Background: an optimization exercise with open tools, aiming at small area and a short achievable clock period. Do not read the settings as production practice.
Function was not checked in any run shown here: the RTL went through the layout flow alone.
Power and IR drop assume default switching activity.

==> flow/design.v (outline; a module is shown in full before it is edited, if it fits) <==
// module mul8: 14 lines
// module mul16: 1095 lines
// module mul16_fa: 4 lines
// module mul16_cpa: 141 lines
// module mul16_fsum: 3 lines
// module mul16_fcar: 3 lines
// module mul16_xnor: 3 lines
module mul16(
    input clk,
    input logic[15:0] a,
    input logic[15:0] b,
    output logic[31:0] r
);
  // ...
==> flow/flow/run.sh <==
#!/bin/bash
set -uo pipefail
here=$(pwd)
export BUFFER_PORTS_ARGS="-buffer_cell sky130_fd_sc_hd__buf_4"
export PRE_RESIZE_TCL="$here/flow/outbuf.tcl"
bash standard.sh > standard.log 2>&1
==> flow/flow/outbuf.tcl <==
# Sourced by ORFS's resize.tcl before repair_design: the buffer that buffer_ports put on
# each output port becomes a sky130_fd_sc_hd__buf_1.
set n 0
foreach port [get_ports -filter "direction==output"] {
  set net [get_nets [get_full_name $port]]
  foreach pin [get_pins -of_objects $net -filter "direction==output"] {
    set inst [get_cells -of_objects $pin]
    if {[get_property $inst ref_name] eq "sky130_fd_sc_hd__buf_4"} {
      replace_cell $inst sky130_fd_sc_hd__buf_1
      incr n
    }
  }
}
puts "outbuf.tcl: $n output buffers made buf_1"
==> flow/standard.sh <==
#!/bin/bash
# synth_recipe.tcl (not shown) runs the flow's synth.tcl, then flattens the netlist and writes it again
# the make line also repeats each setting of config.mk as NAME=value (left out here)
make -C /OpenROAD-flow-scripts/flow DESIGN_CONFIG=/design/flow/config.mk WORK_HOME=/design/flow/orfs CLKGATE_MAP_FILE= SYNTH_SCRIPT=/design/flow/synth_recipe.tcl "${@:-finish}"
==> flow/config.mk <==
export PLATFORM = sky130hd
export DESIGN_NAME = mul16
export DESIGN_NICKNAME = mul16
export VERILOG_FILES = /design/flow/design.v
export SDC_FILE = /design/flow/constraint.sdc
export NUM_CORES = 4
export LEC_CHECK = 0
export CAP_MARGIN = 20
export CORE_MARGIN = 2
export CORE_UTILIZATION = 40
export CTS_BUF_LIST = sky130_fd_sc_hd__clkbuf_8
export CTS_CLUSTER_SIZE = 12
export SETUP_SLACK_MARGIN = 2.0
export SLEW_MARGIN = 20
export SYNTH_HIERARCHICAL = 1
export SYNTH_MINIMUM_KEEP_SIZE = 0
==> flow/constraint.sdc <==
create_clock -name core_clock -period 5.5 [get_ports {clk}]
set_input_delay 1.1000 -clock core_clock [delete_from_list [all_inputs] [get_ports {clk}]]
set_output_delay 1.1000 -clock core_clock [all_outputs]
set_load 0.01 [all_outputs]
==> key figures, run 1 <==
Synth
  – Yosys warns: 7
  – Mapped Avg Cell Area: 10.7 sq um
  – Syn Inst Count: slightly above 800
  – Synthesized area: about 8700 sq um

Clock tree
  – Post-CTS Setup Inserts: 0
  – Clock latency (worst-skew pair): 390 ps
  – Num CTS Buffers: 9

Setup path
  – Crit Path Category: in -> reg
  – CP arrival: 3710 ps
  – Largest stage delay on the critical path: approximately 560 ps
  – Critical R2R Launch: q[28]

Timing
  – Fin crit share: a little over three fifths
  – Max Clk Rate: just under 0.3 GHz
  – Final setup violation count: 0

Floorplan
  – Core Area: 21600 sq um
  – Die H: between 150 and 200 um
  – Row count: between 50 and 60

Cells and area
  – Leading registers by flop count: q (62), r (32)
  – Commonest non-fill, non-tap cell in the layout: nand2_1
  – Nets: between 1000 and 1500
  – FF+latch count: 94
  – Non-clk bufs: 64

Routing
  – Met2 wire len: 9.41 mm
  – Met1 wire length: 8.57 mm
  – Via/cell ratio: a little over 5
  – WL final: ~20 mm
  – Uppermost routed layer: met4

Global route
  – First-pass GRT wire length: between 30 and 40 mm

Run status
  – Status: complete, no violations

Power and ir drop
  – P_sw: 2.15 mW
  – Power Clock: between 0.4 and 0.5 mW
  – Clock network power share: about a tenth

Placed design
  – Port Buf Inserts: 64
  – Dpl ws: 1650 ps
  – GP Congestion: roughly 0.84

Hold path
  – Worst Hold Class: reg -> reg

Flow run
  – Max-Cap Viols: 0
==> module mul16_cpa, before the edit <==
module mul16_cpa(input [25:0] gi, input [25:0] pi, output [24:0] co);
    wire g0 = gi[0] | pi[0];
    wire p0 = pi[0];
    wire g1 = gi[1];
    wire p1 = pi[1];
    wire g2 = gi[2];
    wire p2 = pi[2];
    wire g3 = gi[3];
    wire p3 = pi[3];
    wire g4 = gi[4];
    wire p4 = pi[4];
    wire g5 = gi[5];
    wire p5 = pi[5];
    wire g6 = gi[6];
    wire p6 = pi[6];
    wire g7 = gi[7];
    wire p7 = pi[7];
    wire g8 = gi[8];
    wire p8 = pi[8];
    wire g9 = gi[9];
    wire p9 = pi[9];
    wire g10 = gi[10];
    wire p10 = pi[10];
    wire g11 = gi[11];
    wire p11 = pi[11];
    wire g12 = gi[12];
    wire p12 = pi[12];
    wire g13 = gi[13];
    wire p13 = pi[13];
    wire g14 = gi[14];
    wire p14 = pi[14];
    wire g15 = gi[15];
    wire p15 = pi[15];
    wire g16 = gi[16];
    wire p16 = pi[16];
    wire g17 = gi[17];
    wire p17 = pi[17];
    wire g18 = gi[18];
    wire p18 = pi[18];
    wire g19 = gi[19];
    wire p19 = pi[19];
    wire g20 = gi[20];
    wire p20 = pi[20];
    wire g21 = gi[21];
    wire p21 = pi[21];
    wire g22 = gi[22];
    wire p22 = pi[22];
    wire g23 = gi[23];
    wire p23 = pi[23];
    wire g24 = gi[24];
    wire p24 = pi[24];
    wire g25 = gi[25];
    wire p25 = pi[25];
    wire G1 = g1 | (p1 & g0);
    wire P1 = p1 & p0;
    wire G2 = g3 | (p3 & g2);
    wire P2 = p3 & p2;
    wire G3 = g2 | (p2 & G1);
    wire P3 = p2 & P1;
    wire G4 = G2 | (P2 & G1);
    wire P4 = P2 & P1;
    wire G5 = g5 | (p5 & g4);
    wire P5 = p5 & p4;
    wire G6 = g6 | (p6 & G5);
    wire P6 = p6 & P5;
    wire G7 = g4 | (p4 & G4);
    wire P7 = p4 & P4;
    wire G8 = G5 | (P5 & G4);
    wire P8 = P5 & P4;
    wire G9 = G6 | (P6 & G4);
    wire P9 = P6 & P4;
    wire G10 = g8 | (p8 & g7);
    wire P10 = p8 & p7;
    wire G11 = g9 | (p9 & G10);
    wire P11 = p9 & P10;
    wire G12 = g10 | (p10 & G11);
    wire P12 = p10 & P11;
    wire G13 = g7 | (p7 & G9);
    wire P13 = p7 & P9;
    wire G14 = G10 | (P10 & G9);
    wire P14 = P10 & P9;
    wire G15 = G11 | (P11 & G9);
    wire P15 = P11 & P9;
    wire G16 = G12 | (P12 & G9);
    wire P16 = P12 & P9;
    wire G17 = g12 | (p12 & g11);
    wire P17 = p12 & p11;
    wire G18 = g11 | (p11 & G16);
    wire P18 = p11 & P16;
    wire G19 = G17 | (P17 & G16);
    wire P19 = P17 & P16;
    wire G20 = g14 | (p14 & g13);
    wire P20 = p14 & p13;
    wire G21 = g15 | (p15 & G20);
    wire P21 = p15 & P20;
    wire G22 = g16 | (p16 & G21);
    wire P22 = p16 & P21;
    wire G23 = g13 | (p13 & G19);
    wire P23 = p13 & P19;
    wire G24 = G20 | (P20 & G19);
    wire P24 = P20 & P19;
    wire G25 = G21 | (P21 & G19);
    wire P25 = P21 & P19;
    wire G26 = G22 | (P22 & G19);
    wire P26 = P22 & P19;
    wire G27 = g18 | (p18 & g17);
    wire P27 = p18 & p17;
    wire G28 = g19 | (p19 & G27);
    wire P28 = p19 & P27;
    wire G29 = g20 | (p20 & G28);
    wire P29 = p20 & P28;
    wire G30 = g21 | (p21 & G29);
    wire P30 = p21 & P29;
    wire G31 = g22 | (p22 & G30);
    wire P31 = p22 & P30;
    wire G32 = g23 | (p23 & G31);
    wire P32 = p23 & P31;
    wire G33 = g24 | (p24 & G32);
    wire P33 = p24 & P32;
    wire G34 = g25 | (p25 & G33);
    wire P34 = p25 & P33;
    wire G35 = g17 | (p17 & G26);
    wire P35 = p17 & P26;
    wire G36 = G27 | (P27 & G26);
    wire P36 = P27 & P26;
    wire G37 = G28 | (P28 & G26);
    wire P37 = P28 & P26;
    wire G38 = G29 | (P29 & G26);
    wire P38 = P29 & P26;
    wire G39 = G30 | (P30 & G26);
    wire P39 = P30 & P26;
    wire G40 = G31 | (P31 & G26);
    wire P40 = P31 & P26;
    wire G41 = G32 | (P32 & G26);
    wire P41 = P32 & P26;
    wire G42 = G33 | (P33 & G26);
    wire P42 = P33 & P26;
    wire G43 = G34 | (P34 & G26);
    wire P43 = P34 & P26;
    assign co = {G42, G41, G40, G39, G38, G37, G36, G35, G26, G25, G24, G23, G19, G18, G16, G15, G14, G13, G9, G8, G7, G4, G3, G1, g0};
endmodule
==> run 2: changes to the inputs <==
--- a/flow/design.v
+++ b/flow/design.v
@@ -461,104 +461,111 @@
     wire s369, c370;
     wire s371, c372;
     wire s373, c374;
     wire s375, c376;
     wire s377, c378;
     wire s379, c380;
     wire s381, c382;
     wire s383, c384;
-    wire s385, c386;
-    wire s387, c388;
-    wire s389, c390;
-    wire s391, c392;
-    wire s393, c394;
-    wire s395, c396;
-    wire s397, c398;
-    wire s461, c462;
-    wire s463, c464;
-    wire s465, c466;
-    wire s467, c468;
-    wire s469, c470;
-    wire s471, c472;
-    wire s473, c474;
-    wire s475, c476;
-    wire s477, c478;
-    wire s479, c480;
-    wire s481, c482;
-    wire s483, c484;
-    wire s485, c486;
-    wire s487, c488;
-    wire s489, c490;
-    wire s491, c492;
-    logic [61:0] q;
-    wire q399 = q[0];
-    wire q400 = q[1];
-    wire q401 = q[2];
-    wire q402 = q[3];
-    wire q403 = q[4];
-    wire q404 = q[5];
-    wire q405 = q[6];
-    wire q406 = q[7];
-    wire q407 = q[8];
-    wire q408 = q[9];
-    wire q409 = q[10];
-    wire q410 = q[11];
-    wire q411 = q[12];
-    wire q412 = q[13];
-    wire q413 = q[14];
-    wire q414 = q[15];
-    wire q415 = q[16];
-    wire q416 = q[17];
-    wire q417 = q[18];
-    wire q418 = q[19];
-    wire q419 = q[20];
-    wire q420 = q[21];
-    wire q421 = q[22];
-    wire q422 = q[23];
-    wire q423 = q[24];
-    wire q424 = q[25];
-    wire q425 = q[26];
-    wire q426 = q[27];
-    wire q427 = q[28];
-    wire q428 = q[29];
-    wire q429 = q[30];
-    wire q430 = q[31];
-    wire q431 = q[32];
-    wire q432 = q[33];
-    wire q433 = q[34];
-    wire q434 = q[35];
-    wire q435 = q[36];
-    wire q436 = q[37];
-    wire q437 = q[38];
-    wire q438 = q[39];
-    wire q439 = q[40];
-    wire q440 = q[41];
-    wire q441 = q[42];
-    wire q442 = q[43];
-    wire q443 = q[44];
-    wire q444 = q[45];
-    wire q445 = q[46];
-    wire q446 = q[47];
-    wire q447 = q[48];
-    wire q448 = q[49];
-    wire q449 = q[50];
-    wire q450 = q[51];
-    wire q451 = q[52];
-    wire q452 = q[53];
-    wire q453 = q[54];
-    wire q454 = q[55];
-    wire q455 = q[56];
-    wire q456 = q[57];
-    wire q457 = q[58];
-    wire q458 = q[59];
-    wire q459 = q[60];
-    wire q460 = q[61];
-    wire [31:0] xn = {1'b1, q459, q457, q455, q453, q451, q449, q447, q445, q444, c490, c488, c486, s485, c482, s481, s477, s475, s473, s471, s469, s467, s465, s463, q409, q405, q404, q403, q402, q401, q400, q399};
-    wire [31:0] yn = {1'b1, q460, q458, q456, q454, q452, q450, q448, q446, c492, s491, s489, s487, c484, s483, s479, c476, c474, c472, c470, c468, c466, c464, c462, s461, q406, 1'b1, 1'b1, 1'b1, 1'b1, 1'b1, 1'b1};
+    wire s454, c455;
+    wire s456, c457;
+    wire s458, c459;
+    wire s460, c461;
+    wire s462, c463;
+    wire s464, c465;
+    wire s466, c467;
+    wire s468, c469;
+    wire s470, c471;
+    wire s472, c473;
+    wire s474, c475;
+    wire s476, c477;
+    wire s478, c479;
+    wire s480, c481;
+    wire s482, c483;
+    wire s484, c485;
+    wire s486, c487;
+    wire s488, c489;
+    wire s490, c491;
+    wire s492, c493;
+    wire s494, c495;
+    wire s496, c497;
+    wire s498, c499;
+    logic [68:0] q;
+    wire q385 = q[0];
+    wire q386 = q[1];
+    wire q387 = q[2];
+    wire q388 = q[3];
+    wire q389 = q[4];
+    wire q390 = q[5];
+    wire q391 = q[6];
+    wire q392 = q[7];
+    wire q393 = q[8];
+    wire q394 = q[9];
+    wire q395 = q[10];
+    wire q396 = q[11];
+    wire q397 = q[12];
+    wire q398 = q[13];
+    wire q399 = q[14];
+    wire q400 = q[15];
+    wire q401 = q[16];
+    wire q402 = q[17];
+    wire q403 = q[18];
+    wire q404 = q[19];
+    wire q405 = q[20];
+    wire q406 = q[21];
+    wire q407 = q[22];
+    wire q408 = q[23];
+    wire q409 = q[24];
+    wire q410 = q[25];
+    wire q411 = q[26];
+    wire q412 = q[27];
+    wire q413 = q[28];
+    wire q414 = q[29];
+    wire q415 = q[30];
+    wire q416 = q[31];
+    wire q417 = q[32];
+    wire q418 = q[33];
+    wire q419 = q[34];
+    wire q420 = q[35];
+    wire q421 = q[36];
+    wire q422 = q[37];
+    wire q423 = q[38];
+    wire q424 = q[39];
+    wire q425 = q[40];
+    wire q426 = q[41];
+    wire q427 = q[42];
+    wire q428 = q[43];
+    wire q429 = q[44];
+    wire q430 = q[45];
+    wire q431 = q[46];
+    wire q432 = q[47];
+    wire q433 = q[48];
+    wire q434 = q[49];
+    wire q435 = q[50];
+    wire q436 = q[51];
+    wire q437 = q[52];
+    wire q438 = q[53];
+    wire q439 = q[54];
+    wire q440 = q[55];
+    wire q441 = q[56];
+    wire q442 = q[57];
+    wire q443 = q[58];
+    wire q444 = q[59];
+    wire q445 = q[60];
+    wire q446 = q[61];
+    wire q447 = q[62];
+    wire q448 = q[63];
+    wire q449 = q[64];
+    wire q450 = q[65];
+    wire q451 = q[66];
+    wire q452 = q[67];
+    wire q453 = q[68];
+    wire [31:0] xn = {1'b1, q452, q450, q448, q446, q444, q442, q441, c497, c495, c493, s492, s490, c485, c481, s480, s476, c469, s468, s464, s462, s460, s458, s456, q395, q391, q390, q389, q388, q387, q386, q385};
+    wire [31:0] yn = {1'b1, q453, q451, q449, q447, q445, q443, c499, s498, s496, s494, c491, c489, s488, s484, c477, c473, s472, s466, c463, c461, c459, c457, c455, s454, q392, 1'b1, 1'b1, 1'b1, 1'b1, 1'b1, 1'b1};
     assign pp0_0 = ~(a[0] & b[0]);
     assign pp0_1 = ~(a[0] & b[1]);
     assign pp0_2 = ~(a[0] & b[2]);
     assign pp0_3 = ~(a[0] & b[3]);
     assign pp0_4 = ~(a[0] & b[4]);
     assign pp0_5 = ~(a[0] & b[5]);
     assign pp0_6 = ~(a[0] & b[6]);
     assign pp0_7 = ~(a[0] & b[7]);
@@ -885,171 +892,166 @@
     mul16_fa us135 (.x(pp6_7), .y(pp7_6), .z(pp8_5), .s(s135), .c(c136));
     mul16_fa us137 (.x(pp9_4), .y(pp10_3), .z(pp11_2), .s(s137), .c(c138));
     mul16_fa us139 (.x(pp12_1), .y(pp13_0), .z(c112), .s(s139), .c(c140));
     mul16_fa us141 (.x(c114), .y(c116), .z(c118), .s(s141), .c(c142));
     mul16_fa us143 (.x(s131), .y(s133), .z(s135), .s(s143), .c(c144));
     mul16_fa us145 (.x(s137), .y(c120), .z(s139), .s(s145), .c(c146));
     mul16_fa us147 (.x(c122), .y(c124), .z(s141), .s(s147), .c(c148));
     mul16_fa us149 (.x(s143), .y(c126), .z(s145), .s(s149), .c(c150));
-    mul16_fsum us151 (.x(s147), .y(c128), .z(s149), .s(s151));
-    mul16_fcar uc152 (.x(s147), .y(c128), .z(s149), .c(c152));
-    mul16_fa us153 (.x(pp0_14), .y(pp1_13), .z(pp2_12), .s(s153), .c(c154));
-    mul16_fa us155 (.x(pp3_11), .y(pp4_10), .z(pp5_9), .s(s155), .c(c156));
-    mul16_fa us157 (.x(pp6_8), .y(pp7_7), .z(pp8_6), .s(s157), .c(c158));
-    mul16_fa us159 (.x(pp9_5), .y(pp10_4), .z(pp11_3), .s(s159), .c(c160));
-    mul16_fa us161 (.x(pp12_2), .y(pp13_1), .z(pp14_0), .s(s161), .c(c162));
-    mul16_fa us163 (.x(c132), .y(c134), .z(c136), .s(s163), .c(c164));
-    mul16_fa us165 (.x(c138), .y(s153), .z(s155), .s(s165), .c(c166));
-    mul16_fa us167 (.x(s157), .y(s159), .z(s161), .s(s167), .c(c168));
-    mul16_fa us169 (.x(c140), .y(c142), .z(c144), .s(s169), .c(c170));
-    mul16_fa us171 (.x(s163), .y(s165), .z(s167), .s(s171), .c(c172));
-    mul16_fa us173 (.x(c146), .y(c148), .z(s169), .s(s173), .c(c174));
-    mul16_fsum us175 (.x(s171), .y(c150), .z(s173), .s(s175));
-    mul16_fcar uc176 (.x(s171), .y(c150), .z(s173), .c(c176));
-    mul16_fa us177 (.x(pp0_15), .y(pp1_14), .z(pp2_13), .s(s177), .c(c178));
-    mul16_fa us179 (.x(pp3_12), .y(pp4_11), .z(pp5_10), .s(s179), .c(c180));
-    mul16_fa us181 (.x(pp6_9), .y(pp7_8), .z(pp8_7), .s(s181), .c(c182));
-    mul16_fa us183 (.x(pp9_6), .y(pp10_5), .z(pp11_4), .s(s183), .c(c184));
-    mul16_fa us185 (.x(pp12_3), .y(pp13_2), .z(pp14_1), .s(s185), .c(c186));
-    mul16_fa us187 (.x(pp15_0), .y(c154), .z(c156), .s(s187), .c(c188));
-    mul16_fa us189 (.x(c158), .y(c160), .z(c162), .s(s189), .c(c190));
-    mul16_fa us191 (.x(s177), .y(s179), .z(s181), .s(s191), .c(c192));
-    mul16_fa us193 (.x(s183), .y(s185), .z(c164), .s(s193), .c(c194));
-    mul16_fa us195 (.x(c166), .y(s187), .z(c168), .s(s195), .c(c196));
-    mul16_fa us197 (.x(s189), .y(s191), .z(s193), .s(s197), .c(c198));
-    mul16_fa us199 (.x(c170), .y(c172), .z(s195), .s(s199), .c(c200));
-    mul16_fsum us201 (.x(s197), .y(c174), .z(s199), .s(s201));
-    mul16_fcar uc202 (.x(s197), .y(c174), .z(s199), .c(c202));
-    mul16_fa us203 (.x(pp1_15), .y(pp2_14), .z(pp3_13), .s(s203), .c(c204));
-    mul16_fa us205 (.x(pp4_12), .y(pp5_11), .z(pp6_10), .s(s205), .c(c206));
-    mul16_fa us207 (.x(pp7_9), .y(pp8_8), .z(pp9_7), .s(s207), .c(c208));
-    mul16_fa us209 (.x(pp10_6), .y(pp11_5), .z(pp12_4), .s(s209), .c(c210));
-    mul16_fa us211 (.x(pp13_3), .y(pp14_2), .z(pp15_1), .s(s211), .c(c212));
-    mul16_fa us213 (.x(c178), .y(c180), .z(c182), .s(s213), .c(c214));
-    mul16_fa us215 (.x(c184), .y(c186), .z(s203), .s(s215), .c(c216));
-    mul16_fa us217 (.x(s205), .y(s207), .z(s209), .s(s217), .c(c218));
-    mul16_fa us219 (.x(s211), .y(c188), .z(c190), .s(s219), .c(c220));
-    mul16_fa us221 (.x(c192), .y(s213), .z(s215), .s(s221), .c(c222));
-    mul16_fa us223 (.x(s217), .y(c194), .z(s219), .s(s223), .c(c224));
-    mul16_fa us225 (.x(c196), .y(s221), .z(c198), .s(s225), .c(c226));
-    mul16_fa us227 (.x(pp2_15), .y(pp3_14), .z(pp4_13), .s(s227), .c(c228));
-    mul16_fa us229 (.x(pp5_12), .y(pp6_11), .z(pp7_10), .s(s229), .c(c230));
-    mul16_fa us231 (.x(pp8_9), .y(pp9_8), .z(pp10_7), .s(s231), .c(c232));
-    mul16_fa us233 (.x(pp11_6), .y(pp12_5), .z(pp13_4), .s(s233), .c(c234));
-    mul16_fa us235 (.x(pp14_3), .y(pp15_2), .z(c204), .s(s235), .c(c236));
-    mul16_fa us237 (.x(c206), .y(c208), .z(c210), .s(s237), .c(c238));
-    mul16_fa us239 (.x(c212), .y(s227), .z(s229), .s(s239), .c(c240));
-    mul16_fa us241 (.x(s231), .y(s233), .z(c214), .s(s241), .c(c242));
-    mul16_fa us243 (.x(s235), .y(c216), .z(c218), .s(s243), .c(c244));
-    mul16_fa us245 (.x(s237), .y(s239), .z(c220), .s(s245), .c(c246));
-    mul16_fa us247 (.x(s241), .y(c222), .z(s243), .s(s247), .c(c248));
-    mul16_fsum us249 (.x(c224), .y(s245), .z(s247), .s(s249));
-    mul16_fcar uc250 (.x(c224), .y(s245), .z(s247), .c(c250));
-    mul16_fa us251 (.x(pp3_15), .y(pp4_14), .z(pp5_13), .s(s251), .c(c252));
-    mul16_fa us253 (.x(pp6_12), .y(pp7_11), .z(pp8_10), .s(s253), .c(c254));
-    mul16_fa us255 (.x(pp9_9), .y(pp10_8), .z(pp11_7), .s(s255), .c(c256));
-    mul16_fa us257 (.x(pp12_6), .y(pp13_5), .z(pp14_4), .s(s257), .c(c258));
-    mul16_fa us259 (.x(pp15_3), .y(c228), .z(c230), .s(s259), .c(c260));
-    mul16_fa us261 (.x(c232), .y(c234), .z(s251), .s(s261), .c(c262));
-    mul16_fa us263 (.x(s253), .y(s255), .z(s257), .s(s263), .c(c264));
-    mul16_fa us265 (.x(c236), .y(c238), .z(c240), .s(s265), .c(c266));
-    mul16_fa us267 (.x(s259), .y(s261), .z(s263), .s(s267), .c(c268));
-    mul16_fa us269 (.x(c242), .y(c244), .z(s265), .s(s269), .c(c270));
-    mul16_fa us271 (.x(s267), .y(c246), .z(c248), .s(s271), .c(c272));
-    mul16_fa us273 (.x(pp4_15), .y(pp5_14), .z(pp6_13), .s(s273), .c(c274));
-    mul16_fa us275 (.x(pp7_12), .y(pp8_11), .z(pp9_10), .s(s275), .c(c276));
-    mul16_fa us277 (.x(pp10_9), .y(pp11_8), .z(pp12_7), .s(s277), .c(c278));
-    mul16_fa us279 (.x(pp13_6), .y(pp14_5), .z(pp15_4), .s(s279), .c(c280));
-    mul16_fa us281 (.x(c252), .y(c254), .z(c256), .s(s281), .c(c282));
-    mul16_fa us283 (.x(c258), .y(s273), .z(s275), .s(s283), .c(c284));
-    mul16_fa us285 (.x(s277), .y(s279), .z(c260), .s(s285), .c(c286));
-    mul16_fa us287 (.x(c262), .y(c264), .z(s281), .s(s287), .c(c288));
-    mul16_fa us289 (.x(s283), .y(s285), .z(c266), .s(s289), .c(c290));
-    mul16_fa us291 (.x(c268), .y(s287), .z(c270), .s(s291), .c(c292));
-    mul16_fa us293 (.x(pp5_15), .y(pp6_14), .z(pp7_13), .s(s293), .c(c294));
-    mul16_fa us295 (.x(pp8_12), .y(pp9_11), .z(pp10_10), .s(s295), .c(c296));
-    mul16_fa us297 (.x(pp11_9), .y(pp12_8), .z(pp13_7), .s(s297), .c(c298));
-    mul16_fa us299 (.x(pp14_6), .y(pp15_5), .z(c274), .s(s299), .c(c300));
-    mul16_fa us301 (.x(c276), .y(c278), .z(c280), .s(s301), .c(c302));
-    mul16_fa us303 (.x(s293), .y(s295), .z(s297), .s(s303), .c(c304));
-    mul16_fa us305 (.x(c282), .y(s299), .z(c284), .s(s305), .c(c306));
-    mul16_fa us307 (.x(s301), .y(s303), .z(c286), .s(s307), .c(c308));
-    mul16_fa us309 (.x(c288), .y(s305), .z(s307), .s(s309), .c(c310));
-    mul16_fa us311 (.x(pp6_15), .y(pp7_14), .z(pp8_13), .s(s311), .c(c312));
-    mul16_fa us313 (.x(pp9_12), .y(pp10_11), .z(pp11_10), .s(s313), .c(c314));
-    mul16_fa us315 (.x(pp12_9), .y(pp13_8), .z(pp14_7), .s(s315), .c(c316));
-    mul16_fa us317 (.x(pp15_6), .y(c294), .z(c296), .s(s317), .c(c318));
-    mul16_fa us319 (.x(c298), .y(s311), .z(s313), .s(s319), .c(c320));
-    mul16_fa us321 (.x(s315), .y(c300), .z(c302), .s(s321), .c(c322));
-    mul16_fa us323 (.x(s317), .y(c304), .z(s319), .s(s323), .c(c324));
-    mul16_fa us325 (.x(c306), .y(s321), .z(s323), .s(s325), .c(c326));
-    mul16_fa us327 (.x(pp7_15), .y(pp8_14), .z(pp9_13), .s(s327), .c(c328));
-    mul16_fa us329 (.x(pp10_12), .y(pp11_11), .z(pp12_10), .s(s329), .c(c330));
-    mul16_fa us331 (.x(pp13_9), .y(pp14_8), .z(pp15_7), .s(s331), .c(c332));
-    mul16_fa us333 (.x(c312), .y(c314), .z(c316), .s(s333), .c(c334));
-    mul16_fa us335 (.x(s327), .y(s329), .z(s331), .s(s335), .c(c336));
-    mul16_fa us337 (.x(c318), .y(c320), .z(s333), .s(s337), .c(c338));
-    mul16_fa us339 (.x(s335), .y(c322), .z(c324), .s(s339), .c(c340));
-    mul16_fsum us341 (.x(s337), .y(c326), .z(s339), .s(s341));
-    mul16_fcar uc342 (.x(s337), .y(c326), .z(s339), .c(c342));
-    mul16_fa us343 (.x(pp8_15), .y(pp9_14), .z(pp10_13), .s(s343), .c(c344));
-    mul16_fa us345 (.x(pp11_12), .y(pp12_11), .z(pp13_10), .s(s345), .c(c346));
-    mul16_fa us347 (.x(pp14_9), .y(pp15_8), .z(c328), .s(s347), .c(c348));
-    mul16_fa us349 (.x(c330), .y(c332), .z(s343), .s(s349), .c(c350));
-    mul16_fa us351 (.x(s345), .y(c334), .z(s347), .s(s351), .c(c352));
-    mul16_fa us353 (.x(c336), .y(s349), .z(c338), .s(s353), .c(c354));
-    mul16_fa us355 (.x(s351), .y(c340), .z(s353), .s(s355), .c(c356));
-    mul16_fa us357 (.x(pp9_15), .y(pp10_14), .z(pp11_13), .s(s357), .c(c358));
-    mul16_fa us359 (.x(pp12_12), .y(pp13_11), .z(pp14_10), .s(s359), .c(c360));
-    mul16_fa us361 (.x(pp15_9), .y(c344), .z(c346), .s(s361), .c(c362));
-    mul16_fa us363 (.x(s357), .y(s359), .z(c348), .s(s363), .c(c364));
-    mul16_fa us365 (.x(c350), .y(s361), .z(c352), .s(s365), .c(c366));
-    mul16_fa us367 (.x(s363), .y(c354), .z(s365), .s(s367), .c(c368));
-    mul16_fa us369 (.x(pp10_15), .y(pp11_14), .z(pp12_13), .s(s369), .c(c370));
-    mul16_fa us371 (.x(pp13_12), .y(pp14_11), .z(pp15_10), .s(s371), .c(c372));
-    mul16_fa us373 (.x(c358), .y(c360), .z(s369), .s(s373), .c(c374));
-    mul16_fa us375 (.x(s371), .y(c362), .z(s373), .s(s375), .c(c376));
-    mul16_fa us377 (.x(c364), .y(s375), .z(c366), .s(s377), .c(c378));
-    mul16_fa us379 (.x(pp11_15), .y(pp12_14), .z(pp13_13), .s(s379), .c(c380));
-    mul16_fa us381 (.x(pp14_12), .y(pp15_11), .z(c370), .s(s381), .c(c382));
-    mul16_fa us383 (.x(c372), .y(s379), .z(s381), .s(s383), .c(c384));
-    mul16_fa us385 (.x(c374), .y(s383), .z(c376), .s(s385), .c(c386));
-    mul16_fa us387 (.x(pp12_15), .y(pp13_14), .z(pp14_13), .s(s387), .c(c388));
-    mul16_fa us389 (.x(pp15_12), .y(c380), .z(s387), .s(s389), .c(c390));
-    mul16_fa us391 (.x(c382), .y(s389), .z(c384), .s(s391), .c(c392));
-    mul16_fa us393 (.x(pp13_15), .y(pp14_14), .z(pp15_13), .s(s393), .c(c394));
-    mul16_fa us395 (.x(c388), .y(s393), .z(c390), .s(s395), .c(c396));
-    mul16_fa us397 (.x(pp14_15), .y(pp15_14), .z(c394), .s(s397), .c(c398));
-    mul16_xnor us461 (.x(q407), .y(q408), .s(s461));
-    assign c462 = q407 | q408;
-    mul16_xnor us463 (.x(q410), .y(q411), .s(s463));
-    assign c464 = q410 | q411;
-    mul16_xnor us465 (.x(q412), .y(q413), .s(s465));
-    assign c466 = q412 | q413;
-    mul16_xnor us467 (.x(q414), .y(q415), .s(s467));
-    assign c468 = q414 | q415;
-    mul16_xnor us469 (.x(q416), .y(q417), .s(s469));
-    assign c470 = q416 | q417;
-    mul16_xnor us471 (.x(q418), .y(q419), .s(s471));
-    assign c472 = q418 | q419;
-    mul16_xnor us473 (.x(q420), .y(q421), .s(s473));
-    assign c474 = q420 | q421;
-    mul16_xnor us475 (.x(q422), .y(q423), .s(s475));
-    assign c476 = q422 | q423;
-    mul16_xnor us477 (.x(q424), .y(q425), .s(s477));
-    assign c478 = q424 | q425;
-    mul16_fa us479 (.x(q426), .y(q427), .z(q428), .s(s479), .c(c480));
-    mul16_xnor us481 (.x(q429), .y(c478), .s(s481));
-    assign c482 = q429 | c478;
-    mul16_fa us483 (.x(q430), .y(q431), .z(c480), .s(s483), .c(c484));
-    mul16_fa us485 (.x(q432), .y(q433), .z(q434), .s(s485), .c(c486));
-    mul16_fa us487 (.x(q435), .y(q436), .z(q437), .s(s487), .c(c488));
-    mul16_fa us489 (.x(q438), .y(q439), .z(q440), .s(s489), .c(c490));
-    mul16_fa us491 (.x(q441), .y(q442), .z(q443), .s(s491), .c(c492));
+    mul16_fa us151 (.x(pp0_14), .y(pp1_13), .z(pp2_12), .s(s151), .c(c152));
+    mul16_fa us153 (.x(pp3_11), .y(pp4_10), .z(pp5_9), .s(s153), .c(c154));
+    mul16_fa us155 (.x(pp6_8), .y(pp7_7), .z(pp8_6), .s(s155), .c(c156));
+    mul16_fa us157 (.x(pp9_5), .y(pp10_4), .z(pp11_3), .s(s157), .c(c158));
+    mul16_fa us159 (.x(pp12_2), .y(pp13_1), .z(pp14_0), .s(s159), .c(c160));
+    mul16_fa us161 (.x(c132), .y(c134), .z(c136), .s(s161), .c(c162));
+    mul16_fa us163 (.x(c138), .y(s151), .z(s153), .s(s163), .c(c164));
+    mul16_fa us165 (.x(s155), .y(s157), .z(s159), .s(s165), .c(c166));
+    mul16_fa us167 (.x(c140), .y(c142), .z(c144), .s(s167), .c(c168));
+    mul16_fa us169 (.x(s161), .y(s163), .z(s165), .s(s169), .c(c170));
+    mul16_fa us171 (.x(c146), .y(c148), .z(s167), .s(s171), .c(c172));
+    mul16_fa us173 (.x(pp0_15), .y(pp1_14), .z(pp2_13), .s(s173), .c(c174));
+    mul16_fa us175 (.x(pp3_12), .y(pp4_11), .z(pp5_10), .s(s175), .c(c176));
+    mul16_fa us177 (.x(pp6_9), .y(pp7_8), .z(pp8_7), .s(s177), .c(c178));
+    mul16_fa us179 (.x(pp9_6), .y(pp10_5), .z(pp11_4), .s(s179), .c(c180));
+    mul16_fa us181 (.x(pp12_3), .y(pp13_2), .z(pp14_1), .s(s181), .c(c182));
+    mul16_fa us183 (.x(pp15_0), .y(c152), .z(c154), .s(s183), .c(c184));
+    mul16_fa us185 (.x(c156), .y(c158), .z(c160), .s(s185), .c(c186));
+    mul16_fa us187 (.x(s173), .y(s175), .z(s177), .s(s187), .c(c188));
+    mul16_fa us189 (.x(s179), .y(s181), .z(c162), .s(s189), .c(c190));
+    mul16_fa us191 (.x(c164), .y(s183), .z(c166), .s(s191), .c(c192));
+    mul16_fa us193 (.x(s185), .y(s187), .z(s189), .s(s193), .c(c194));
+    mul16_fa us195 (.x(c168), .y(c170), .z(s191), .s(s195), .c(c196));
+    mul16_fa us197 (.x(pp1_15), .y(pp2_14), .z(pp3_13), .s(s197), .c(c198));
+    mul16_fa us199 (.x(pp4_12), .y(pp5_11), .z(pp6_10), .s(s199), .c(c200));
+    mul16_fa us201 (.x(pp7_9), .y(pp8_8), .z(pp9_7), .s(s201), .c(c202));
+    mul16_fa us203 (.x(pp10_6), .y(pp11_5), .z(pp12_4), .s(s203), .c(c204));
+    mul16_fa us205 (.x(pp13_3), .y(pp14_2), .z(pp15_1), .s(s205), .c(c206));
+    mul16_fa us207 (.x(c174), .y(c176), .z(c178), .s(s207), .c(c208));
+    mul16_fa us209 (.x(c180), .y(c182), .z(s197), .s(s209), .c(c210));
+    mul16_fa us211 (.x(s199), .y(s201), .z(s203), .s(s211), .c(c212));
+    mul16_fa us213 (.x(s205), .y(c184), .z(c186), .s(s213), .c(c214));
+    mul16_fa us215 (.x(c188), .y(s207), .z(s209), .s(s215), .c(c216));
+    mul16_fa us217 (.x(s211), .y(c190), .z(s213), .s(s217), .c(c218));
+    mul16_fa us219 (.x(c192), .y(s215), .z(c194), .s(s219), .c(c220));
+    mul16_fa us221 (.x(pp2_15), .y(pp3_14), .z(pp4_13), .s(s221), .c(c222));
+    mul16_fa us223 (.x(pp5_12), .y(pp6_11), .z(pp7_10), .s(s223), .c(c224));
+    mul16_fa us225 (.x(pp8_9), .y(pp9_8), .z(pp10_7), .s(s225), .c(c226));
+    mul16_fa us227 (.x(pp11_6), .y(pp12_5), .z(pp13_4), .s(s227), .c(c228));
+    mul16_fa us229 (.x(pp14_3), .y(pp15_2), .z(c198), .s(s229), .c(c230));
+    mul16_fa us231 (.x(c200), .y(c202), .z(c204), .s(s231), .c(c232));
+    mul16_fa us233 (.x(c206), .y(s221), .z(s223), .s(s233), .c(c234));
+    mul16_fa us235 (.x(s225), .y(s227), .z(c208), .s(s235), .c(c236));
+    mul16_fa us237 (.x(s229), .y(c210), .z(c212), .s(s237), .c(c238));
+    mul16_fa us239 (.x(s231), .y(s233), .z(c214), .s(s239), .c(c240));
+    mul16_fa us241 (.x(s235), .y(c216), .z(s237), .s(s241), .c(c242));
+    mul16_fa us243 (.x(pp3_15), .y(pp4_14), .z(pp5_13), .s(s243), .c(c244));
+    mul16_fa us245 (.x(pp6_12), .y(pp7_11), .z(pp8_10), .s(s245), .c(c246));
+    mul16_fa us247 (.x(pp9_9), .y(pp10_8), .z(pp11_7), .s(s247), .c(c248));
+    mul16_fa us249 (.x(pp12_6), .y(pp13_5), .z(pp14_4), .s(s249), .c(c250));
+    mul16_fa us251 (.x(pp15_3), .y(c222), .z(c224), .s(s251), .c(c252));
+    mul16_fa us253 (.x(c226), .y(c228), .z(s243), .s(s253), .c(c254));
+    mul16_fa us255 (.x(s245), .y(s247), .z(s249), .s(s255), .c(c256));
+    mul16_fa us257 (.x(c230), .y(c232), .z(c234), .s(s257), .c(c258));
+    mul16_fa us259 (.x(s251), .y(s253), .z(s255), .s(s259), .c(c260));
+    mul16_fa us261 (.x(c236), .y(c238), .z(s257), .s(s261), .c(c262));
+    mul16_fa us263 (.x(pp4_15), .y(pp5_14), .z(pp6_13), .s(s263), .c(c264));
+    mul16_fa us265 (.x(pp7_12), .y(pp8_11), .z(pp9_10), .s(s265), .c(c266));
+    mul16_fa us267 (.x(pp10_9), .y(pp11_8), .z(pp12_7), .s(s267), .c(c268));
+    mul16_fa us269 (.x(pp13_6), .y(pp14_5), .z(pp15_4), .s(s269), .c(c270));
+    mul16_fa us271 (.x(c244), .y(c246), .z(c248), .s(s271), .c(c272));
+    mul16_fa us273 (.x(c250), .y(s263), .z(s265), .s(s273), .c(c274));
+    mul16_fa us275 (.x(s267), .y(s269), .z(c252), .s(s275), .c(c276));
+    mul16_fa us277 (.x(c254), .y(c256), .z(s271), .s(s277), .c(c278));
+    mul16_fa us279 (.x(s273), .y(s275), .z(c258), .s(s279), .c(c280));
+    mul16_fa us281 (.x(c260), .y(s277), .z(c262), .s(s281), .c(c282));
+    mul16_fa us283 (.x(pp5_15), .y(pp6_14), .z(pp7_13), .s(s283), .c(c284));
+    mul16_fa us285 (.x(pp8_12), .y(pp9_11), .z(pp10_10), .s(s285), .c(c286));
+    mul16_fa us287 (.x(pp11_9), .y(pp12_8), .z(pp13_7), .s(s287), .c(c288));
+    mul16_fa us289 (.x(pp14_6), .y(pp15_5), .z(c264), .s(s289), .c(c290));
+    mul16_fa us291 (.x(c266), .y(c268), .z(c270), .s(s291), .c(c292));
+    mul16_fa us293 (.x(s283), .y(s285), .z(s287), .s(s293), .c(c294));
+    mul16_fa us295 (.x(c272), .y(s289), .z(c274), .s(s295), .c(c296));
+    mul16_fa us297 (.x(s291), .y(s293), .z(c276), .s(s297), .c(c298));
+    mul16_fa us299 (.x(c278), .y(s295), .z(s297), .s(s299), .c(c300));
+    mul16_fa us301 (.x(pp6_15), .y(pp7_14), .z(pp8_13), .s(s301), .c(c302));
+    mul16_fa us303 (.x(pp9_12), .y(pp10_11), .z(pp11_10), .s(s303), .c(c304));
+    mul16_fa us305 (.x(pp12_9), .y(pp13_8), .z(pp14_7), .s(s305), .c(c306));
+    mul16_fa us307 (.x(pp15_6), .y(c284), .z(c286), .s(s307), .c(c308));
+    mul16_fa us309 (.x(c288), .y(s301), .z(s303), .s(s309), .c(c310));
+    mul16_fa us311 (.x(s305), .y(c290), .z(c292), .s(s311), .c(c312));
+    mul16_fa us313 (.x(s307), .y(c294), .z(s309), .s(s313), .c(c314));
+    mul16_fa us315 (.x(c296), .y(s311), .z(s313), .s(s315), .c(c316));
+    mul16_fa us317 (.x(pp7_15), .y(pp8_14), .z(pp9_13), .s(s317), .c(c318));
+    mul16_fa us319 (.x(pp10_12), .y(pp11_11), .z(pp12_10), .s(s319), .c(c320));
+    mul16_fa us321 (.x(pp13_9), .y(pp14_8), .z(pp15_7), .s(s321), .c(c322));
+    mul16_fa us323 (.x(c302), .y(c304), .z(c306), .s(s323), .c(c324));
+    mul16_fa us325 (.x(s317), .y(s319), .z(s321), .s(s325), .c(c326));
+    mul16_fa us327 (.x(c308), .y(c310), .z(s323), .s(s327), .c(c328));
+    mul16_fa us329 (.x(s325), .y(c312), .z(c314), .s(s329), .c(c330));
+    mul16_fa us331 (.x(pp8_15), .y(pp9_14), .z(pp10_13), .s(s331), .c(c332));
+    mul16_fa us333 (.x(pp11_12), .y(pp12_11), .z(pp13_10), .s(s333), .c(c334));
+    mul16_fa us335 (.x(pp14_9), .y(pp15_8), .z(c318), .s(s335), .c(c336));
+    mul16_fa us337 (.x(c320), .y(c322), .z(s331), .s(s337), .c(c338));
+    mul16_fa us339 (.x(s333), .y(c324), .z(s335), .s(s339), .c(c340));
+    mul16_fa us341 (.x(c326), .y(s337), .z(c328), .s(s341), .c(c342));
+    mul16_fa us343 (.x(pp9_15), .y(pp10_14), .z(pp11_13), .s(s343), .c(c344));
+    mul16_fa us345 (.x(pp12_12), .y(pp13_11), .z(pp14_10), .s(s345), .c(c346));
+    mul16_fa us347 (.x(pp15_9), .y(c332), .z(c334), .s(s347), .c(c348));
+    mul16_fa us349 (.x(s343), .y(s345), .z(c336), .s(s349), .c(c350));
+    mul16_fa us351 (.x(c338), .y(s347), .z(c340), .s(s351), .c(c352));
+    mul16_fa us353 (.x(s349), .y(c342), .z(s351), .s(s353), .c(c354));
+    mul16_fa us355 (.x(pp10_15), .y(pp11_14), .z(pp12_13), .s(s355), .c(c356));
+    mul16_fa us357 (.x(pp13_12), .y(pp14_11), .z(pp15_10), .s(s357), .c(c358));
+    mul16_fa us359 (.x(c344), .y(c346), .z(s355), .s(s359), .c(c360));
+    mul16_fa us361 (.x(s357), .y(c348), .z(s359), .s(s361), .c(c362));
+    mul16_fa us363 (.x(c350), .y(s361), .z(c352), .s(s363), .c(c364));
+    mul16_fa us365 (.x(pp11_15), .y(pp12_14), .z(pp13_13), .s(s365), .c(c366));
+    mul16_fa us367 (.x(pp14_12), .y(pp15_11), .z(c356), .s(s367), .c(c368));
+    mul16_fa us369 (.x(c358), .y(s365), .z(s367), .s(s369), .c(c370));
+    mul16_fa us371 (.x(c360), .y(s369), .z(c362), .s(s371), .c(c372));
+    mul16_fa us373 (.x(pp12_15), .y(pp13_14), .z(pp14_13), .s(s373), .c(c374));
+    mul16_fa us375 (.x(pp15_12), .y(c366), .z(s373), .s(s375), .c(c376));
+    mul16_fa us377 (.x(c368), .y(s375), .z(c370), .s(s377), .c(c378));
+    mul16_fa us379 (.x(pp13_15), .y(pp14_14), .z(pp15_13), .s(s379), .c(c380));
+    mul16_fa us381 (.x(c374), .y(s379), .z(c376), .s(s381), .c(c382));
+    mul16_fa us383 (.x(pp14_15), .y(pp15_14), .z(c380), .s(s383), .c(c384));
+    mul16_xnor us454 (.x(q393), .y(q394), .s(s454));
+    assign c455 = q393 | q394;
+    mul16_xnor us456 (.x(q396), .y(q397), .s(s456));
+    assign c457 = q396 | q397;
+    mul16_xnor us458 (.x(q398), .y(q399), .s(s458));
+    assign c459 = q398 | q399;
+    mul16_xnor us460 (.x(q400), .y(q401), .s(s460));
+    assign c461 = q400 | q401;
+    mul16_xnor us462 (.x(q402), .y(q403), .s(s462));
+    assign c463 = q402 | q403;
+    mul16_xnor us464 (.x(q404), .y(q405), .s(s464));
+    assign c465 = q404 | q405;
+    mul16_fa us466 (.x(q406), .y(q407), .z(q408), .s(s466), .c(c467));
+    mul16_xnor us468 (.x(q409), .y(c465), .s(s468));
+    assign c469 = q409 | c465;
+    mul16_fa us470 (.x(q410), .y(q411), .z(q412), .s(s470), .c(c471));
+    mul16_xnor us472 (.x(c467), .y(s470), .s(s472));
+    assign c473 = c467 | s470;
+    mul16_fa us474 (.x(q413), .y(q414), .z(q415), .s(s474), .c(c475));
+    mul16_xnor us476 (.x(c471), .y(s474), .s(s476));
+    assign c477 = c471 | s474;
+    mul16_fa us478 (.x(q416), .y(q417), .z(q418), .s(s478), .c(c479));
+    mul16_xnor us480 (.x(c475), .y(s478), .s(s480));
+    assign c481 = c475 | s478;
+    mul16_fa us482 (.x(q419), .y(q420), .z(q421), .s(s482), .c(c483));
+    mul16_fa us484 (.x(q422), .y(c479), .z(s482), .s(s484), .c(c485));
+    mul16_fa us486 (.x(q423), .y(q424), .z(q425), .s(s486), .c(c487));
+    mul16_fa us488 (.x(q426), .y(c483), .z(s486), .s(s488), .c(c489));
+    mul16_fa us490 (.x(q427), .y(q428), .z(c487), .s(s490), .c(c491));
+    mul16_fa us492 (.x(q429), .y(q430), .z(q431), .s(s492), .c(c493));
+    mul16_fa us494 (.x(q432), .y(q433), .z(q434), .s(s494), .c(c495));
+    mul16_fa us496 (.x(q435), .y(q436), .z(q437), .s(s496), .c(c497));
+    mul16_fa us498 (.x(q438), .y(q439), .z(q440), .s(s498), .c(c499));
     wire [25:0] cg, cp, cs;
     assign cg[0] = xn[6] & yn[6];
     assign cp[0] = xn[6] ^ yn[6];
     assign cg[1] = xn[7] & yn[7];
     assign cp[1] = xn[7] ^ yn[7];
     assign cg[2] = xn[8] & yn[8];
     assign cp[2] = xn[8] ^ yn[8];
     assign cg[3] = xn[9] & yn[9];
@@ -1098,17 +1100,17 @@
     assign cp[24] = xn[30] ^ yn[30];
     assign cg[25] = xn[31] & yn[31];
     assign cp[25] = xn[31] ^ yn[31];
     mul16_cpa ucpa (.gi(cg), .pi(cp), .co(cco));
     wire [24:0] cco;
     assign cs = {~(cp[25] ^ cco[24]), ~(cp[24] ^ cco[23]), ~(cp[23] ^ cco[22]), ~(cp[22] ^ cco[21]), ~(cp[21] ^ cco[20]), ~(cp[20] ^ cco[19]), ~(cp[19] ^ cco[18]), ~(cp[18] ^ cco[17]), ~(cp[17] ^ cco[16]), ~(cp[16] ^ cco[15]), ~(cp[15] ^ cco[14]), ~(cp[14] ^ cco[13]), ~(cp[13] ^ cco[12]), ~(cp[12] ^ cco[11]), ~(cp[11] ^ cco[10]), ~(cp[10] ^ cco[9]), ~(cp[9] ^ cco[8]), ~(cp[8] ^ cco[7]), ~(cp[7] ^ cco[6]), ~(cp[6] ^ cco[5]), ~(cp[5] ^ cco[4]), ~(cp[4] ^ cco[3]), ~(cp[3] ^ cco[2]), ~(cp[2] ^ cco[1]), ~(cp[1] ^ cco[0]), cp[0]};
     wire [31:0] sum = {cs, ~xn[5], ~xn[4], ~xn[3], ~xn[2], ~xn[1], ~xn[0]};
     always_ff @(posedge clk) begin
-        q <= {c398, pp15_15, c396, s397, c392, s395, c386, s391, c378, s385, s377, c368, s367, c356, s355, c342, s341, c310, s325, c308, c292, s309, c290, s291, c272, s289, s271, c250, s269, s249, c226, c202, s225, c200, s223, c176, s201, c152, s175, c130, s151, s129, c110, s109, c92, s91, c76, s75, c62, s61, c50, c40, s49, c38, s39, c30, s29, s19, s11, s5, s1, pp0_0};
+        q <= {c384, pp15_15, c382, s383, c378, s381, c372, s377, c364, s371, s363, c354, s353, s341, c330, s339, s329, c316, s327, c300, s315, c298, c282, s299, c280, s281, s279, s261, c242, c240, s259, c220, s241, s239, c218, s219, c196, s217, s195, c172, s193, s171, c150, s169, c130, s149, c128, s147, s129, c110, s109, c92, s91, c76, s75, c62, s61, c50, c40, s49, c38, s39, c30, s29, s19, s11, s5, s1, pp0_0};
         r <= sum;
     end
 endmodule
 module mul16_fa(input x, input y, input z, output s, output c);
     assign s = x ^ y ^ z;
     assign c = (x & y) | (x & z) | (y & z);
 endmodule
 module mul16_cpa(input [25:0] gi, input [25:0] pi, output [24:0] co);
@@ -1171,93 +1173,103 @@
     wire G3 = g2 | (p2 & G1);
     wire P3 = p2 & P1;
     wire G4 = G2 | (P2 & G1);
     wire P4 = P2 & P1;
     wire G5 = g5 | (p5 & g4);
     wire P5 = p5 & p4;
     wire G6 = g6 | (p6 & G5);
     wire P6 = p6 & P5;
-    wire G7 = g4 | (p4 & G4);
-    wire P7 = p4 & P4;
-    wire G8 = G5 | (P5 & G4);
-    wire P8 = P5 & P4;
-    wire G9 = G6 | (P6 & G4);
-    wire P9 = P6 & P4;
-    wire G10 = g8 | (p8 & g7);
-    wire P10 = p8 & p7;
-    wire G11 = g9 | (p9 & G10);
-    wire P11 = p9 & P10;
-    wire G12 = g10 | (p10 & G11);
-    wire P12 = p10 & P11;
-    wire G13 = g7 | (p7 & G9);
-    wire P13 = p7 & P9;
-    wire G14 = G10 | (P10 & G9);
-    wire P14 = P10 & P9;
-    wire G15 = G11 | (P11 & G9);
-    wire P15 = P11 & P9;
-    wire G16 = G12 | (P12 & G9);
-    wire P16 = P12 & P9;
-    wire G17 = g12 | (p12 & g11);
-    wire P17 = p12 & p11;
-    wire G18 = g11 | (p11 & G16);
-    wire P18 = p11 & P16;
-    wire G19 = G17 | (P17 & G16);
-    wire P19 = P17 & P16;
-    wire G20 = g14 | (p14 & g13);
-    wire P20 = p14 & p13;
-    wire G21 = g15 | (p15 & G20);
-    wire P21 = p15 & P20;
-    wire G22 = g16 | (p16 & G21);
-    wire P22 = p16 & P21;
-    wire G23 = g13 | (p13 & G19);
-    wire P23 = p13 & P19;
-    wire G24 = G20 | (P20 & G19);
-    wire P24 = P20 & P19;
-    wire G25 = G21 | (P21 & G19);
-    wire P25 = P21 & P19;
-    wire G26 = G22 | (P22 & G19);
-    wire P26 = P22 & P19;
-    wire G27 = g18 | (p18 & g17);
-    wire P27 = p18 & p17;
-    wire G28 = g19 | (p19 & G27);
-    wire P28 = p19 & P27;
-    wire G29 = g20 | (p20 & G28);
-    wire P29 = p20 & P28;
-    wire G30 = g21 | (p21 & G29);
-    wire P30 = p21 & P29;
-    wire G31 = g22 | (p22 & G30);
-    wire P31 = p22 & P30;
-    wire G32 = g23 | (p23 & G31);
-    wire P32 = p23 & P31;
-    wire G33 = g24 | (p24 & G32);
-    wire P33 = p24 & P32;
-    wire G34 = g25 | (p25 & G33);
-    wire P34 = p25 & P33;
-    wire G35 = g17 | (p17 & G26);
-    wire P35 = p17 & P26;
-    wire G36 = G27 | (P27 & G26);
-    wire P36 = P27 & P26;
-    wire G37 = G28 | (P28 & G26);
-    wire P37 = P28 & P26;
-    wire G38 = G29 | (P29 & G26);
-    wire P38 = P29 & P26;
-    wire G39 = G30 | (P30 & G26);
-    wire P39 = P30 & P26;
-    wire G40 = G31 | (P31 & G26);
-    wire P40 = P31 & P26;
-    wire G41 = G32 | (P32 & G26);
-    wire P41 = P32 & P26;
-    wire G42 = G33 | (P33 & G26);
-    wire P42 = P33 & P26;
-    wire G43 = G34 | (P34 & G26);
-    wire P43 = P34 & P26;
-    assign co = {G42, G41, G40, G39, G38, G37, G36, G35, G26, G25, G24, G23, G19, G18, G16, G15, G14, G13, G9, G8, G7, G4, G3, G1, g0};
-endmodule
-module mul16_fsum(input x, input y, input z, output s);
-    assign s = (x ^ y) ^ z;
-endmodule
-module mul16_fcar(input x, input y, input z, output c);
-    assign c = (x & y) | (z & (x | y));
+    wire G7 = g7 | (p7 & G6);
+    wire P7 = p7 & P6;
+    wire G8 = g4 | (p4 & G4);
+    wire P8 = p4 & P4;
+    wire G9 = G5 | (P5 & G4);
+    wire P9 = P5 & P4;
+    wire G10 = G6 | (P6 & G4);
+    wire P10 = P6 & P4;
+    wire G11 = G7 | (P7 & G4);
+    wire P11 = P7 & P4;
+    wire G12 = g8 | (p8 & G11);
+    wire P12 = p8 & P11;
+    wire G13 = g10 | (p10 & g9);
+    wire P13 = p10 & p9;
+    wire G14 = g9 | (p9 & G12);
+    wire P14 = p9 & P12;
+    wire G15 = G13 | (P13 & G12);
+    wire P15 = P13 & P12;
+    wire G16 = g12 | (p12 & g11);
+    wire P16 = p12 & p11;
+    wire G17 = g11 | (p11 & G15);
+    wire P17 = p11 & P15;
+    wire G18 = G16 | (P16 & G15);
+    wire P18 = P16 & P15;
+    wire G19 = g14 | (p14 & g13);
+    wire P19 = p14 & p13;
+    wire G20 = g15 | (p15 & G19);
+    wire P20 = p15 & P19;
+    wire G21 = g17 | (p17 & g16);
+    wire P21 = p17 & p16;
+    wire G22 = g16 | (p16 & G20);
+    wire P22 = p16 & P20;
+    wire G23 = G21 | (P21 & G20);
+    wire P23 = P21 & P20;
+    wire G24 = g19 | (p19 & g18);
+    wire P24 = p19 & p18;
+    wire G25 = g20 | (p20 & G24);
+    wire P25 = p20 & P24;
+    wire G26 = g21 | (p21 & G25);
+    wire P26 = p21 & P25;
+    wire G27 = g22 | (p22 & G26);
+    wire P27 = p22 & P26;
+    wire G28 = g23 | (p23 & G27);
+    wire P28 = p23 & P27;
+    wire G29 = g24 | (p24 & G28);
+    wire P29 = p24 & P28;
+    wire G30 = g25 | (p25 & G29);
+    wire P30 = p25 & P29;
+    wire G31 = g18 | (p18 & G23);
+    wire P31 = p18 & P23;
+    wire G32 = G24 | (P24 & G23);
+    wire P32 = P24 & P23;
+    wire G33 = G25 | (P25 & G23);
+    wire P33 = P25 & P23;
+    wire G34 = G26 | (P26 & G23);
+    wire P34 = P26 & P23;
+    wire G35 = G27 | (P27 & G23);
+    wire P35 = P27 & P23;
+    wire G36 = G28 | (P28 & G23);
+    wire P36 = P28 & P23;
+    wire G37 = G29 | (P29 & G23);
+    wire P37 = P29 & P23;
+    wire G38 = G30 | (P30 & G23);
+    wire P38 = P30 & P23;
+    wire G39 = g13 | (p13 & G18);
+    wire P39 = p13 & P18;
+    wire G40 = G19 | (P19 & G18);
+    wire P40 = P19 & P18;
+    wire G41 = G20 | (P20 & G18);
+    wire P41 = P20 & P18;
+    wire G42 = G22 | (P22 & G18);
+    wire P42 = P22 & P18;
+    wire G43 = G23 | (P23 & G18);
+    wire P43 = P23 & P18;
+    wire G44 = G31 | (P31 & G18);
+    wire P44 = P31 & P18;
+    wire G45 = G32 | (P32 & G18);
+    wire P45 = P32 & P18;
+    wire G46 = G33 | (P33 & G18);
+    wire P46 = P33 & P18;
+    wire G47 = G34 | (P34 & G18);
+    wire P47 = P34 & P18;
+    wire G48 = G35 | (P35 & G18);
+    wire P48 = P35 & P18;
+    wire G49 = G36 | (P36 & G18);
+    wire P49 = P36 & P18;
+    wire G50 = G37 | (P37 & G18);
+    wire P50 = P37 & P18;
+    wire G51 = G38 | (P38 & G18);
+    wire P51 = P38 & P18;
+    assign co = {G50, G49, G48, G47, G46, G45, G44, G43, G42, G41, G40, G39, G18, G17, G15, G14, G12, G11, G10, G9, G8, G4, G3, G1, g0};
 endmodule
 module mul16_xnor(input x, input y, output s);
     assign s = ~(x ^ y);
 endmodule
==> flow/config.mk (replaced) <==
export PLATFORM = sky130hd
export DESIGN_NAME = mul16
export DESIGN_NICKNAME = mul16
export VERILOG_FILES = /design/flow/design.v
export SDC_FILE = /design/flow/constraint.sdc
export NUM_CORES = 4
export LEC_CHECK = 0
export CAP_MARGIN = 20
export CORE_MARGIN = 2
export CORE_UTILIZATION = 35
export CTS_BUF_LIST = sky130_fd_sc_hd__clkbuf_8
export CTS_CLUSTER_SIZE = 12
export SETUP_SLACK_MARGIN = 2.0
export SLEW_MARGIN = 20
export SYNTH_HIERARCHICAL = 1
export SYNTH_MINIMUM_KEEP_SIZE = 0
==> run 2 against run 1 <==
Clock-buffer cell count down 2. Die area rose by 13%. Cell count is 2.5% higher. Register-to-register slack improved by 100 ps. Worst setup slack gained 94 ps. Routed wire length shrank 0.24%. Largest power group unchanged. Clock power grew 4%.
==> key figures, run 2 <==
Hold path
  – Worst hold start: q[4] (was q[1])
  – WHS Path Cells: 1 (unchanged)
  – Worst Hold Class: reg -> reg (unchanged)
  – Worst hold path endpoint: r[4] (was r[1])

Setup path
  – Critical Path, Cell by Cell: buf_4 -> nand2_1 -> fa_2 -> fa_2 -> fa_1 -> fa_2 -> fa_1 (was buf_4 -> nand2_1 -> fa_1 -> fa_2 -> fa_1 -> fa_1 -> maj3_2)
  – Setup crit start kind: input port (unchanged)
  – Slowest CP cell: fa_1 (was fa_2)
  – Crit path depth: 7 (unchanged)
  – CP arrival: 3590 ps (was 3710 ps)
  – Worst Path Buf+Inv: 1 (unchanged)
  – Worst R2R Path Depth: 10 (was 9)
  – Worst-path fanout max: 16 (unchanged)
  – Critical Path Sink Type: flop (unchanged)
  – Crit Path Category: in -> reg (unchanged)
  – WP data required: 5760 ps (was 5780 ps)
  – Critical R2R Launch: q[39] (was q[28])
  – Cell family with the largest share of critical-path delay: adder cells (unchanged)
  – Largest stage delay on the critical path: 520 ps (was 560 ps)
  – Flop-to-flop setup slack: 2320 ps (was 2220 ps)
  – Critical R2R Capture: r[26] (was r[30])
  – Most Frequent Cell on Critical Path: fa_2 (was fa_1)

Global route
  – Largest net degree at the start of global routing: 18 (unchanged)
  – Number of global-route vias before repair: 5991 (was 6195)
  – Initial antenna violation count: 0 (unchanged)
  – Global route overflow: 0 (unchanged)
  – First-pass GRT wire length: 32.0 mm (was 33.2 mm)
  – GRT Total Usage: 16.1% (was 19.3%)

Cells and area
  – N_diodes: 0 (unchanged)
  – Layout area overhead: 7.56% (was 7.89%)
  – Commonest non-fill, non-tap cell in the layout: nand2_1 (unchanged)
  – Multi-input gate area: 6300 sq um (was 6590 sq um)
  – Max reg flops: 69 (was 62)
  – Reg area: 2020 sq um (was 1880 sq um)
  – Fill cells: 2336 (was 2060)
  – Nets: 1044 (was 1056)
  – Biggest register: q (unchanged)
  – Commonest non-fill, non-tap cells in the layout: nand2_1, fa_1, dfxtp_1, fa_2, xnor2_1 (unchanged)
  – Non-filler instance count after layout: 1115 (was 1088)
  – Leading registers by flop count: q (69), r (32) (was q (62), r (32))
  – Ratio of cells with drive above 1 in the final layout: 16.9% (was 20.4%)

Clock tree
  – Num CTS Buffers: 9 (unchanged)
  – CTS sink cnt: 101 (was 94)
  – Clock latency (worst-skew pair): 390 ps (about the same)
  – Gates resized, CTS repair: 0 (unchanged)
  – Clock slew at reported path FFs: 90 ps (was 110 ps)
  – Clock Path Buffers: 2 (unchanged)
  – CTS Hold Bufs: 0 (unchanged)
  – CTS root buffer: clkbuf_8 (unchanged)
  – CTS tree: built (unchanged)
  – H-tree levels: 3 (unchanged)
  – Post-CTS Setup Inserts: 0 (unchanged)

Placed design
  – Hpwl dp: 14.9 mm (was 14.8 mm)
  – GP Congestion: 0.853 (was 0.838)
  – Cells after DPL: 1099 (was 1072)
  – Port Buf Inserts: 64 (unchanged)

Timing
  – Slew Limit Fails: 0 (unchanged)
  – Worst-Margin Slew: 402 ps (was 511 ps)
  – Hold Vio Cnt, Final: 0 (unchanged)
  – Clock Skew: 24.3 ps (was 14.1 ps)
  – Fin Setup TNS: 0 ps (unchanged)
  – Final setup violation count: 0 (unchanged)
  – Hold WS: 364 ps (was 367 ps)
  – Clock period minus worst slack: 3340 ps (was 3430 ps)
  – Max Clk Rate: 0.299 GHz (was 0.291 GHz)
  – Slew HR: 72.9% (was 65.7%)
  – RSZ-0062 raised after global routing: false (unchanged)
  – Fin crit share: 60.7% (was 62.4%)

Routing
  – Initial DRC count: 301 (was 284)
  – WL final: 19.7 mm (was 19.8 mm)
  – DRT Pass-1 Iters: 5 (unchanged)
  – DR WL/cell: 17.7 um (was 18.2 um)
  – DRC viols: 0 (unchanged)
  – DR vias: 5450 (was 5512)
  – Via/cell ratio: 4.89 (was 5.07)
  – Routed Antenna Nets: 0 (unchanged)

Floorplan
  – Core Area: 24300 sq um (was 21600 sq um)
  – Row count: 57 (was 54)
  – Die H: 162 um (was 152 um)
  – Initial cell density of the core: 35.7% (was 40.4%)
  – IO Pins: 65 (unchanged)
  – Die width: 162 um (was 152 um)
  – Die area: 26100 sq um (was 23000 sq um)

Synth
  – Mapped Avg Cell Area: 10.9 sq um (was 10.7 sq um)
  – Synthesized area: 8680 sq um (was 8740 sq um)
  – Syn Inst Count: 800 (was 817)
  – Yosys warns: 7 (unchanged)
  – Synth Net Count: 1058 (was 1070)

Run status
  – Status: complete, no violations (unchanged)

Power and ir drop
  – Tot Pwr: 5.32 mW (was 5.07 mW)
  – Leak: 3.34 nW (was 3.38 nW)
  – PD cells: 569 nW/um^2 (was 538 nW/um^2)
  – Peak supply drop: 0.000346 V (was 0.000293 V)

Flow run
  – Max-Cap Viols: 0 (unchanged)
==> run 2: worst max path at each step <==
stage | from | endpoint
after floorplan | b[15] | q[56]
after global placement | a[2] | q[20]
after detailed placement | a[2] | q[20]
after CTS | a[2] | q[20]
after global routing | b[1] | q[43]
final | a[6] | q[43]
==> run 2: area by class of cell <==
| type | count | share of cell area [%] |
|---|---|---|
| flip-flops and latches | 101 | 21.6 |
| clock inverters | 7 | 0.790 |
| multi-input cells | 596 | 67.5 |
| well taps | 324 | 4.34 |
| repair buffers | 64 | 3.86 |
| clock buffers | 9 | 1.33 |
| inverters | 14 | 0.563 |
==> run 2: power by group <==
part	leakage [nW]	internal (mW)	switching (mW)
sequential	0.850	1.14	0.142
combinational	2.39	1.68	1.87
clock	0.105	0.214	0.275
total	3.34	3.04	2.28
==> run 2: per-stage QoR <==
| stage | setup slack [ps] | cell area, sq um | utilization (%) |
|---|---|---|---|
| global route | 2130 | 9340 | 38.4 |
| floorplan | 1920 | 9330 | - |
| global placement | 1800 | 9260 | 38.1 |
| finish | 2160 | 9340 | 38.4 |
| detailed placement | 1750 | 9140 | 37.6 |
| CTS | 2210 | 9340 | 38.4 |
==> run 2: layer usage <==
metal	track usage (%)	wire (um)
met5	0	0
met4	6.05	470
met3	3.52	1610
met2	25.2	8940
met1	22.1	8710

## static timing again, ports no longer ideal
Ports are ideal in the flow. The routed layouts listed here were re-timed in OpenROAD.
Step 1 assumes that a clkbuf_16 drives the clock port and a buf_2 every other input.
Step 2, shift: input delay + t, output delay - t, t = (earliest + latest rising clock arrival at the registers) / 2. This alone moves slack from input paths to output paths.
Slacks: no drivers / after step 1 / after step 2; pairs: no drivers / after step 1.
| run | t (ns) | setup WS [ns] | latest minus earliest clock arrival (ns) | slew at the worst register clock pin (ns) | cell pins on the clock port's net |
|---|---|---|---|---|---|
| run 1 | 0.426 | 2.067 / 2.070 / 1.644 | 0.015 / 0.016 | 0.11 / 0.11 | 1 |
| run 2 | 0.423 | 2.161 / 2.178 / 1.755 | 0.024 / 0.024 | 0.11 / 0.11 | 1 |
After both steps setup and hold are still met in every run listed. For run 1, which loses most, drivers alone change the setup slack by +0.003 ns; drivers and shift together by -0.423 ns.
